From an optimization exercise on the open Yosys and OpenROAD flow, aimed at small area, a short achievable clock period and few clock cycles per item; shortcuts taken in it are not production practice. RTL that was checked went through simulation tests only; none was proved equivalent to the original. Power figures rest on the tool's default switching activity, not on a simulated workload.

## alpha
==> flow/design.v <==
`timescale 1ns / 1ps
module s_axi_lite #(
    parameter S_AXI_DATA_WIDTH  = 32,
    parameter S_AXI_ADDR_WIDTH  = 32,
    parameter S_AXI_MEM_DEPTH   = 8
)
(
    input                               s_axi_clk,
    input                               s_axi_resetn,
    input                               s_axi_awvalid,
    input      [S_AXI_ADDR_WIDTH-1:0]   s_axi_awaddr,
    output                              s_axi_awready,
    input                               s_axi_wvalid,
    input      [S_AXI_DATA_WIDTH-1:0]   s_axi_wdata,
    input      [S_AXI_DATA_WIDTH/8-1:0] s_axi_wstrb,
    output                              s_axi_wready,
    input                               s_axi_bready,
    output      [1:0]                   s_axi_bresp,
    output                              s_axi_bvalid,
    input                               s_axi_arvalid,
    input      [S_AXI_ADDR_WIDTH-1:0]   s_axi_araddr,
    output                              s_axi_arready,
    input                               s_axi_rready,
    output     [S_AXI_DATA_WIDTH-1:0]   s_axi_rdata,
    output      [1:0]                   s_axi_rresp,
    output                              s_axi_rvalid
);
localparam IW = (S_AXI_MEM_DEPTH <= 2)  ? 1 : (S_AXI_MEM_DEPTH <= 4)   ? 2 :
                (S_AXI_MEM_DEPTH <= 8)  ? 3 : (S_AXI_MEM_DEPTH <= 16)  ? 4 :
                (S_AXI_MEM_DEPTH <= 32) ? 5 : (S_AXI_MEM_DEPTH <= 64)  ? 6 :
                (S_AXI_MEM_DEPTH <= 128)? 7 : 8;
localparam NB = S_AXI_DATA_WIDTH/8;
reg                        bvalid, bidle;    
reg                        berr;
reg                        rvalid, ridle;    
reg                        rerr;
reg [S_AXI_DATA_WIDTH-1:0] rdata;
reg [S_AXI_DATA_WIDTH-1:0] slv_mem [0:S_AXI_MEM_DEPTH-1];
integer i, j;
wire b_free  = bidle | s_axi_bready;
wire r_free  = ridle | s_axi_rready;
wire wr      = s_axi_awvalid & s_axi_wvalid & b_free;
wire rd      = s_axi_arvalid & r_free;
wire aw_err  = (s_axi_awaddr >> 2) >= S_AXI_MEM_DEPTH;
wire ar_err  = (s_axi_araddr >> 2) >= S_AXI_MEM_DEPTH;
wire [IW-1:0] aw_idx = s_axi_awaddr[2 +: IW];
wire [IW-1:0] ar_idx = s_axi_araddr[2 +: IW];
assign s_axi_awready = s_axi_wvalid  & b_free;
assign s_axi_wready  = s_axi_awvalid & b_free;
assign s_axi_bvalid  = bvalid;
assign s_axi_bresp   = {berr, 1'b0};
assign s_axi_arready = r_free;
assign s_axi_rvalid  = rvalid;
assign s_axi_rdata   = rdata;
assign s_axi_rresp   = {rerr, 1'b0};
always @(posedge s_axi_clk) begin
    if (!s_axi_resetn) begin
        bvalid <= 1'b0;
        bidle  <= 1'b1;
    end else if (wr) begin
        bvalid <= 1'b1;
        bidle  <= 1'b0;
        berr   <= aw_err;
    end else if (s_axi_bready) begin
        bvalid <= 1'b0;
        bidle  <= 1'b1;
    end
end
reg [S_AXI_MEM_DEPTH-1:0]  rsel;
reg [S_AXI_DATA_WIDTH-1:0] rmux;
always @(*) begin
    for (i = 0; i < S_AXI_MEM_DEPTH; i = i + 1)
        rsel[i] = ~ar_err & (ar_idx == i);
    rmux = {S_AXI_DATA_WIDTH{1'b0}};
    for (i = 0; i < S_AXI_MEM_DEPTH; i = i + 1)
        rmux = rmux | (slv_mem[i] & {S_AXI_DATA_WIDTH{rsel[i]}});
end
always @(posedge s_axi_clk) begin
    if (!s_axi_resetn) begin
        rvalid <= 1'b0;
        ridle  <= 1'b1;
    end else if (rd) begin
        rvalid <= 1'b1;
        ridle  <= 1'b0;
        rerr   <= ar_err;
        rdata  <= rmux;
    end else if (s_axi_rready) begin
        rvalid <= 1'b0;
        ridle  <= 1'b1;
    end
end
wire [S_AXI_DATA_WIDTH-1:0] wd = s_axi_wdata & {S_AXI_DATA_WIDTH{s_axi_resetn}};
reg  [NB-1:0] ben [0:S_AXI_MEM_DEPTH-1];
always @(*) begin
    for (i = 0; i < S_AXI_MEM_DEPTH; i = i + 1)
        for (j = 0; j < NB; j = j + 1)
            ben[i][j] = ~s_axi_resetn | (wr & ~aw_err & (aw_idx == i) & s_axi_wstrb[j]);
end
always @(posedge s_axi_clk) begin
    for (i = 0; i < S_AXI_MEM_DEPTH; i = i + 1)
        for (j = 0; j < NB; j = j + 1)
            if (ben[i][j])
                slv_mem[i][8*j +: 8] <= wd[8*j +: 8];
end
endmodule
`timescale 1ns / 1ps
module top_module#(
    parameter S_AXI_DATA_WIDTH  = 32,
    parameter S_AXI_ADDR_WIDTH  = 32,
    parameter S_AXI_MEM_DEPTH   = 8  
)(
    input                               s_axi_clk,
    input                               s_axi_resetn,
    input                               s_axi_awvalid,
    input      [S_AXI_ADDR_WIDTH-1:0]   s_axi_awaddr,
    output                              s_axi_awready,
    input                               s_axi_wvalid,
    input      [S_AXI_DATA_WIDTH-1:0]   s_axi_wdata,
    input      [S_AXI_DATA_WIDTH/8-1:0] s_axi_wstrb,
    output                              s_axi_wready,
    input                               s_axi_bready,
    output      [1:0]                   s_axi_bresp,
    output                              s_axi_bvalid,
    input                               s_axi_arvalid,
    input      [S_AXI_ADDR_WIDTH-1:0]   s_axi_araddr,
    output                              s_axi_arready,
    input                               s_axi_rready,
    output     [S_AXI_DATA_WIDTH-1:0]   s_axi_rdata,
    output      [1:0]                   s_axi_rresp,
    output                              s_axi_rvalid
    );
    s_axi_lite #(
    .S_AXI_ADDR_WIDTH(S_AXI_ADDR_WIDTH),
    .S_AXI_DATA_WIDTH(S_AXI_DATA_WIDTH),
    .S_AXI_MEM_DEPTH(S_AXI_MEM_DEPTH)
     )Slave(
    .s_axi_clk(s_axi_clk),
    .s_axi_resetn(s_axi_resetn),
    .s_axi_awvalid(s_axi_awvalid),
    .s_axi_awaddr(s_axi_awaddr),
    .s_axi_awready(s_axi_awready),
    .s_axi_wvalid(s_axi_wvalid),
    .s_axi_wdata(s_axi_wdata),
    .s_axi_wstrb(s_axi_wstrb),
    .s_axi_wready(s_axi_wready),
    .s_axi_bready(s_axi_bready),
    .s_axi_bvalid(s_axi_bvalid),
    .s_axi_bresp(s_axi_bresp),
    .s_axi_arvalid(s_axi_arvalid),
    .s_axi_arready(s_axi_arready),
    .s_axi_araddr(s_axi_araddr),
    .s_axi_rready(s_axi_rready),
    .s_axi_rvalid(s_axi_rvalid),
    .s_axi_rdata(s_axi_rdata),
    .s_axi_rresp(s_axi_rresp)
    );
endmodule
export LEC_CHECK = 0
export CAP_MARGIN = 20
export CORE_MARGIN = 2
export CORE_UTILIZATION = 40
export SETUP_SLACK_MARGIN = 1.8
export SLEW_MARGIN = 20
create_clock -name core_clock -period 4.0 [get_ports {s_axi_clk}]
standard.sh (not shown) runs the stock make flow with config.mk's settings and CLKGATE_MAP_FILE= SYNTH_SCRIPT=/design/flow/synth_recipe.tcl, a recipe that flattens the netlist after the stock synthesis.
==> flow/flow/run.sh <==
#!/bin/bash
# Standard ORFS flow with two changes: the port buffers are buf_1 cells, and
# the clock tree uses clkbuf_8 cells on sink clusters without dummy loads.
set -euo pipefail
export BUFFER_PORTS_ARGS="-buffer_cell sky130_fd_sc_hd__buf_1"
export CTS_ARGS="-sink_clustering_enable -repair_clock_nets -sink_clustering_size 16 -sink_clustering_max_diameter 50 -buf_list sky130_fd_sc_hd__clkbuf_8 -dont_use_dummy_load"
bash standard.sh > standard.log 2>&1
What beta does differently from alpha at the input level:
--- a/flow/design.v
+++ b/flow/design.v
@@ -29,16 +29,15 @@
                 (S_AXI_MEM_DEPTH <= 8)  ? 3 : (S_AXI_MEM_DEPTH <= 16)  ? 4 :
                 (S_AXI_MEM_DEPTH <= 32) ? 5 : (S_AXI_MEM_DEPTH <= 64)  ? 6 :
                 (S_AXI_MEM_DEPTH <= 128)? 7 : 8;
-localparam NB = S_AXI_DATA_WIDTH/8;
-reg                        bvalid, bidle;    
+reg                        bvalid;
 reg                        berr;
-reg                        rvalid, ridle;    
+reg                        rvalid;
 reg                        rerr;
 reg [S_AXI_DATA_WIDTH-1:0] rdata;
 reg [S_AXI_DATA_WIDTH-1:0] slv_mem [0:S_AXI_MEM_DEPTH-1];
 integer i, j;
-wire b_free  = bidle | s_axi_bready;
-wire r_free  = ridle | s_axi_rready;
+wire b_free  = ~bvalid | s_axi_bready;
+wire r_free  = ~rvalid | s_axi_rready;
 wire wr      = s_axi_awvalid & s_axi_wvalid & b_free;
 wire rd      = s_axi_arvalid & r_free;
 wire aw_err  = (s_axi_awaddr >> 2) >= S_AXI_MEM_DEPTH;
@@ -56,49 +55,34 @@
 always @(posedge s_axi_clk) begin
     if (!s_axi_resetn) begin
         bvalid <= 1'b0;
-        bidle  <= 1'b1;
     end else if (wr) begin
         bvalid <= 1'b1;
-        bidle  <= 1'b0;
         berr   <= aw_err;
     end else if (s_axi_bready) begin
         bvalid <= 1'b0;
-        bidle  <= 1'b1;
     end
-end
-reg [S_AXI_MEM_DEPTH-1:0]  rsel;
-reg [S_AXI_DATA_WIDTH-1:0] rmux;
-always @(*) begin
-    for (i = 0; i < S_AXI_MEM_DEPTH; i = i + 1)
-        rsel[i] = ~ar_err & (ar_idx == i);
-    rmux = {S_AXI_DATA_WIDTH{1'b0}};
-    for (i = 0; i < S_AXI_MEM_DEPTH; i = i + 1)
-        rmux = rmux | (slv_mem[i] & {S_AXI_DATA_WIDTH{rsel[i]}});
 end
 always @(posedge s_axi_clk) begin
     if (!s_axi_resetn) begin
         rvalid <= 1'b0;
-        ridle  <= 1'b1;
     end else if (rd) begin
         rvalid <= 1'b1;
-        ridle  <= 1'b0;
         rerr   <= ar_err;
-        rdata  <= rmux;
+        rdata  <= ar_err ? {S_AXI_DATA_WIDTH{1'b0}} : slv_mem[ar_idx];
     end else if (s_axi_rready) begin
         rvalid <= 1'b0;
-        ridle  <= 1'b1;
     end
 end
 wire [S_AXI_DATA_WIDTH-1:0] wd = s_axi_wdata & {S_AXI_DATA_WIDTH{s_axi_resetn}};
-reg  [NB-1:0] ben [0:S_AXI_MEM_DEPTH-1];
+reg  [S_AXI_DATA_WIDTH/8-1:0] ben [0:S_AXI_MEM_DEPTH-1];
 always @(*) begin
     for (i = 0; i < S_AXI_MEM_DEPTH; i = i + 1)
-        for (j = 0; j < NB; j = j + 1)
+        for (j = 0; j < S_AXI_DATA_WIDTH/8; j = j + 1)
             ben[i][j] = ~s_axi_resetn | (wr & ~aw_err & (aw_idx == i) & s_axi_wstrb[j]);
 end
 always @(posedge s_axi_clk) begin
     for (i = 0; i < S_AXI_MEM_DEPTH; i = i + 1)
-        for (j = 0; j < NB; j = j + 1)
+        for (j = 0; j < S_AXI_DATA_WIDTH/8; j = j + 1)
             if (ben[i][j])
                 slv_mem[i][8*j +: 8] <= wd[8*j +: 8];
 end
Findings:
- Compared with alpha, beta shows a total power that is 1.5% lower.
- Pin count of the biggest net entering global routing delta for beta relative to alpha: 6.9% lower
- The destination of the critical timing path comes out Slave.slv_mem[0][19]$_DFFE_PP_ in one run and Slave.rdata[2]$_SDFFCE_PP0P_ in the other, namely in alpha and beta respectively.
- Looking at finished layout cell area, beta sits 7.5% below alpha.
- beta vs. alpha: global routing usage summed across all routing layers went up by 0.88 points.
- Between alpha and beta, the count of fill cells added during filler insertion is higher for alpha.
- Higher area after synthesis was reported by alpha, not beta.
- Looking only at post-synthesis compound-gate area fraction, and setting everything else aside, the lower value of alpha and beta goes to alpha.
- Final standard cell count with taps included and fillers excluded (higher): alpha
- Changes observed in beta relative to alpha: clock power neither gained nor lost much, slack of the critical path decreased 12 ps.
- beta vs alpha: synthesized flop and latch total down slightly
Testbench counts of beta, summed over its fixed seeds: cycles 16,950, ops 24,000.
No functional check of the RTL was part of alpha.

re-timing with driven ports:
Ports are ideal in the flow. The routed layouts listed here were re-timed in OpenROAD.
Step 1, drivers: a clkbuf_16 drives s_axi_clk and a buf_2 each remaining input, both assumed.
Step 2 also shifts input and output timing later by t, the mid clock arrival at the registers, as if the neighbouring blocks saw the same clock.
Slacks: ideal ports / drivers / drivers and shift; pairs: ideal ports / drivers.
| run | t, ns | slack for setup (ns) | hold WS [ns] |
|---|---|---|---|
| alpha | 0.596 | 1.844 / 1.865 / 1.269 | 0.446 / 0.429 / 0.463 |
| beta | 0.609 | 1.833 / 1.826 / 1.229 | 0.431 / 0.407 / 0.540 |
After both steps setup and hold are still met in every run listed. The setup slack of beta, which loses most, moves by -0.007 ns with the drivers and by -0.604 ns with both steps.
